From an optimization exercise on the open Yosys and OpenROAD flow, aimed at small area and a short achievable clock period; shortcuts taken in it are not production practice.
Power is estimated from default activity; no workload was simulated.

## float_copro
module float_copro
   (
    input  logic        clk,
    input  logic        copro_valid,
    input  logic        copro_accept,
    input  logic [10:0] copro_opcode,
    input  logic [31:0] copro_op0,
    input  logic [31:0] copro_op1,
    output logic        copro_complete,
    output logic [31:0] copro_result
    );
For scale: roughly 110 I/O pins, roughly 0.015 mm2 of cells after synthesis.
export LEC_CHECK = 0
export CAP_MARGIN = 20
export CORE_MARGIN = 2
export CORE_UTILIZATION = 65
export SLEW_MARGIN = 20
create_clock -name core_clock -period 14.0 [get_ports {clk}]
standard.sh (not shown) runs the stock make flow with config.mk's settings and CLKGATE_MAP_FILE= SYNTH_SCRIPT=/design/flow/synth_recipe.tcl, a recipe that flattens the netlist after the stock synthesis.
==> flow/flow/run.sh <==
#!/bin/bash
# Standard ORFS layout (the standard.sh) with these changes:
#  - after the standard synthesis, flow/fixinv.py removes the inverters that
#    Yosys's full-adder extraction leaves between adder cells (it flips the
#    polarity of adder cells, which are self-dual), and the netlist is loaded
#    from the result;
#  - then flow/ksadd.py replaces the gates that add the upper result bits in
#    stage 2 (from the hs_r/hc_r propagate/generate registers and cy_r) by a
#    Kogge-Stone adder (kept only if Yosys proves the two netlists
#    equivalent);
#  - then flow/faexp.py rebuilds the full adders of the last tree levels
#    (depth 3 and more) from xor2 and maj3 cells, which are faster;
#  - ports are buffered with buf_1 cells (the standard flow picks a larger
#    delay cell); the resizer still sizes them up where timing needs it;
set -euo pipefail
MARGIN=${MARGIN:-9.7}
SPLIT=21      # S of gen/gen.py: result bits below it come from lo_r
R=orfs/results/$FLOW_PLATFORM/float_copro/base
bash standard.sh synth > log_synth.txt 2>&1
cp $R/1_2_yosys.v $R/1_2_yosys_orig.v
python3 flow/fixinv.py $R/1_2_yosys_orig.v $R/1_2_yosys_fixinv.v > log_fixinv.txt 2>&1
python3 flow/xorbal.py $R/1_2_yosys_fixinv.v $R/1_2_yosys_xorbal.v > log_xorbal.txt 2>&1
python3 flow/ksadd.py $R/1_2_yosys_xorbal.v $R/1_2_yosys_ksadd.v $SPLIT > log_ksadd.txt 2>&1
# keep the Kogge-Stone netlist only if Yosys proves it equivalent to the one before
LIB=$FLOW_HOME/platforms/$FLOW_PLATFORM/lib/sky130_fd_sc_hd__tt_025C_1v80.lib
cat > eq_ksadd.ys <<EOT
read_liberty -overwrite -ignore_miss_func $LIB
read_verilog $R/1_2_yosys_xorbal.v
rename float_copro gold
read_verilog $R/1_2_yosys_ksadd.v
rename float_copro gate
flatten gold gate
opt_clean
equiv_make gold gate eq
hierarchy -top eq
equiv_simple -seq 1
equiv_status -assert
EOT
if $FLOW_HOME/../tools/install/yosys/bin/yosys -q -s eq_ksadd.ys > log_eq_ksadd.txt 2>&1; then
  cp $R/1_2_yosys_ksadd.v $R/1_2_yosys_s2.v
else
  echo "ksadd netlist not proved equivalent; using the one before" >> log_eq_ksadd.txt
  cp $R/1_2_yosys_xorbal.v $R/1_2_yosys_s2.v
fi
python3 flow/faexp.py $R/1_2_yosys_s2.v $R/1_2_yosys.v 3 > log_faexp.txt 2>&1
rm -f $R/1_synth.odb $R/1_synth.sdc
bash standard.sh synth > log_synth_odb.txt 2>&1
for step in floorplan place cts route finish; do
  bash standard.sh SETUP_SLACK_MARGIN=$MARGIN \
    "BUFFER_PORTS_ARGS=-buffer_cell sky130_fd_sc_hd__buf_1" $step > log_$step.txt 2>&1
done
Other scripts of this flow, unchanged in this note and not shown: flow/flow/faexp.py, flow/flow/fixinv.py, flow/flow/ksadd.py, flow/flow/xorbal.py
==> next run, changes <==
--- a/flow/flow/run.sh
+++ b/flow/flow/run.sh
@@ -16 +16 @@
-MARGIN=${MARGIN:-9.7}
+MARGIN=${MARGIN:-9.5}
Effect:
- The changed run produced a clean layout
- cell count is lower slightly
- hold slack got worse by 39 ps
- die area stays the same
No functional check of the RTL was part of any run of this note.


Setup of main:
Another version of the RTL of float_copro (not shown whole).
Size in the first run: ~1700 cells after synthesis, roughly 110 I/O pins.
==> flow/config.mk <==
export PLATFORM = sky130hd
export DESIGN_NAME = float_copro
export DESIGN_NICKNAME = float_copro
export VERILOG_FILES = /design/flow/design.v
export SDC_FILE = /design/flow/constraint.sdc
export NUM_CORES = 4
export LEC_CHECK = 0
export CAP_MARGIN = 20
export CORE_MARGIN = 2
export CORE_UTILIZATION = 65
export SLEW_MARGIN = 20
==> flow/constraint.sdc <==
create_clock -name core_clock -period 14.0 [get_ports {clk}]
set_input_delay 2.8000 -clock core_clock [delete_from_list [all_inputs] [get_ports {clk}]]
set_output_delay 2.8000 -clock core_clock [all_outputs]
set_load 0.01 [all_outputs]
==> flow/flow/run.sh <==
#!/bin/bash
# Standard ORFS layout (the standard.sh) with these changes:
#  - after the standard synthesis, flow/fixinv.py removes the inverters that
#    Yosys's full-adder extraction leaves between adder cells (it flips the
#    polarity of adder cells, which are self-dual), and the netlist is loaded
#    from the result;
#  - then flow/ksadd.py replaces the gates that add the upper result bits in
#    stage 2 (from the hs_r/hc_r/hp_r propagate/generate registers and cy_r) by a
#    Kogge-Stone adder (kept only if Yosys proves the two netlists
#    equivalent);
#  - then flow/faexp.py rebuilds the full adders of the last tree levels
#    (depth 3 and more) from xor2 and maj3 cells, which are faster;
#  - ports are buffered with buf_1 cells (the standard flow picks a larger
#    delay cell); the resizer still sizes them up where timing needs it;
set -euo pipefail
MARGIN=${MARGIN:-9.8}
SPLIT=19      # S of gen/gen.py: result bits below it come from lo_r
R=orfs/results/$FLOW_PLATFORM/float_copro/base
bash standard.sh synth > log_synth.txt 2>&1
cp $R/1_2_yosys.v $R/1_2_yosys_orig.v
python3 flow/fixinv.py $R/1_2_yosys_orig.v $R/1_2_yosys_fixinv.v > log_fixinv.txt 2>&1
python3 flow/xorbal.py $R/1_2_yosys_fixinv.v $R/1_2_yosys_xorbal.v > log_xorbal.txt 2>&1
python3 flow/ksadd.py $R/1_2_yosys_xorbal.v $R/1_2_yosys_ksadd.v $SPLIT pg2 > log_ksadd.txt 2>&1
# keep the Kogge-Stone netlist only if Yosys proves it equivalent to the one before
LIB=$FLOW_HOME/platforms/$FLOW_PLATFORM/lib/sky130_fd_sc_hd__tt_025C_1v80.lib
cat > eq_ksadd.ys <<EOT
read_liberty -overwrite -ignore_miss_func $LIB
read_verilog $R/1_2_yosys_xorbal.v
rename float_copro gold
read_verilog $R/1_2_yosys_ksadd.v
rename float_copro gate
flatten gold gate
opt_clean
equiv_make gold gate eq
hierarchy -top eq
equiv_simple -seq 1
equiv_status -assert
EOT
if $FLOW_HOME/../tools/install/yosys/bin/yosys -q -s eq_ksadd.ys > log_eq_ksadd.txt 2>&1; then
  cp $R/1_2_yosys_ksadd.v $R/1_2_yosys_s2.v
else
  echo "ksadd netlist not proved equivalent; using the one before" >> log_eq_ksadd.txt
  cp $R/1_2_yosys_xorbal.v $R/1_2_yosys_s2.v
fi
python3 flow/faexp.py $R/1_2_yosys_s2.v $R/1_2_yosys.v 3 > log_faexp.txt 2>&1
rm -f $R/1_synth.odb $R/1_synth.sdc
bash standard.sh synth > log_synth_odb.txt 2>&1
for step in floorplan place cts route finish; do
  bash standard.sh SETUP_SLACK_MARGIN=$MARGIN \
    "BUFFER_PORTS_ARGS=-buffer_cell sky130_fd_sc_hd__buf_1" $step > log_$step.txt 2>&1
done
Other scripts of this flow, unchanged in this note and not shown: flow/flow/faexp.py, flow/flow/fixinv.py, flow/flow/ksadd.py, flow/flow/xorbal.py
#### Input delta (the feature branch over main)
-- flow/flow/run.sh --
<<< main, line 14
#    delay cell); the resizer still sizes them up where timing needs it;
set -euo pipefail
MARGIN=${MARGIN:-9.8}
SPLIT=19      # S of gen/gen.py: result bits below it come from lo_r
R=orfs/results/$FLOW_PLATFORM/float_copro/base
>>> the feature branch, line 14
#    delay cell); the resizer still sizes them up where timing needs it;
set -euo pipefail
MARGIN=${MARGIN:-9.7}
SPLIT=19      # S of gen/gen.py: result bits below it come from lo_r
R=orfs/results/$FLOW_PLATFORM/float_copro/base
Results
- Summary of the comparison: worst IR drop on VDD is lower in the feature branch, relative to main.
- The feature branch — final wirelength 1.8% lower, main as reference
- Going from main to the feature branch, the setup slack was found to have gone up by 0.022 ns.
- main -> the feature branch: power dissipated by switching net loads decreased slightly
- main reports its launching element of the worst setup path as hp_r[3] while the feature branch reports hc_r[3].
- The number of buffers outside the clock class in the layout of the feature branch is lower than that of main.
No functional check of the RTL was part of any run of this note.

separate check: timing with driven ports:
In the flow no input, the clock included, has a driving cell. The finished layouts below were timed again as built, in two steps. Step 1 (the two cells are an assumption about what drives the block):
set clk [get_ports {clk}]
set_driving_cell -lib_cell sky130_fd_sc_hd__clkbuf_16 $clk
set_driving_cell -lib_cell sky130_fd_sc_hd__buf_2 [delete_from_list [all_inputs] $clk]
Step 2 adds t to the input delays and takes it off the output delays; t is the mean of the earliest and latest rising clock arrival at the registers after step 1. Input paths then give back, and output paths get back, about the clock's delay inside the block. Slacks: no drivers / after step 1 / after step 2; pairs: no drivers / after step 1.
run | t, ns | setup slack, ns | hold slack, ns | clock arrival spread, ns | pins driven straight from the clock port
the first run of note 1 | 0.482 | 9.529 / 9.479 / 9.535 | 0.585 / 0.585 / 0.585 | 0.015 / 0.015 | 1
the second run of note 1 | 0.479 | 9.553 / 9.505 / 9.191 | 0.546 / 0.546 / 0.546 | 0.020 / 0.020 | 1
main | 0.489 | 9.663 / 9.612 / 9.754 | 0.542 / 0.542 / 0.542 | 0.022 / 0.022 | 1
the feature branch | 0.487 | 9.685 / 9.636 / 9.717 | 0.556 / 0.556 / 0.556 | 0.016 / 0.016 | 1
After both steps every run listed still meets setup and hold. For the second run of note 1, which loses most, drivers alone change the setup slack by -0.048 ns; drivers and shift together by -0.362 ns.
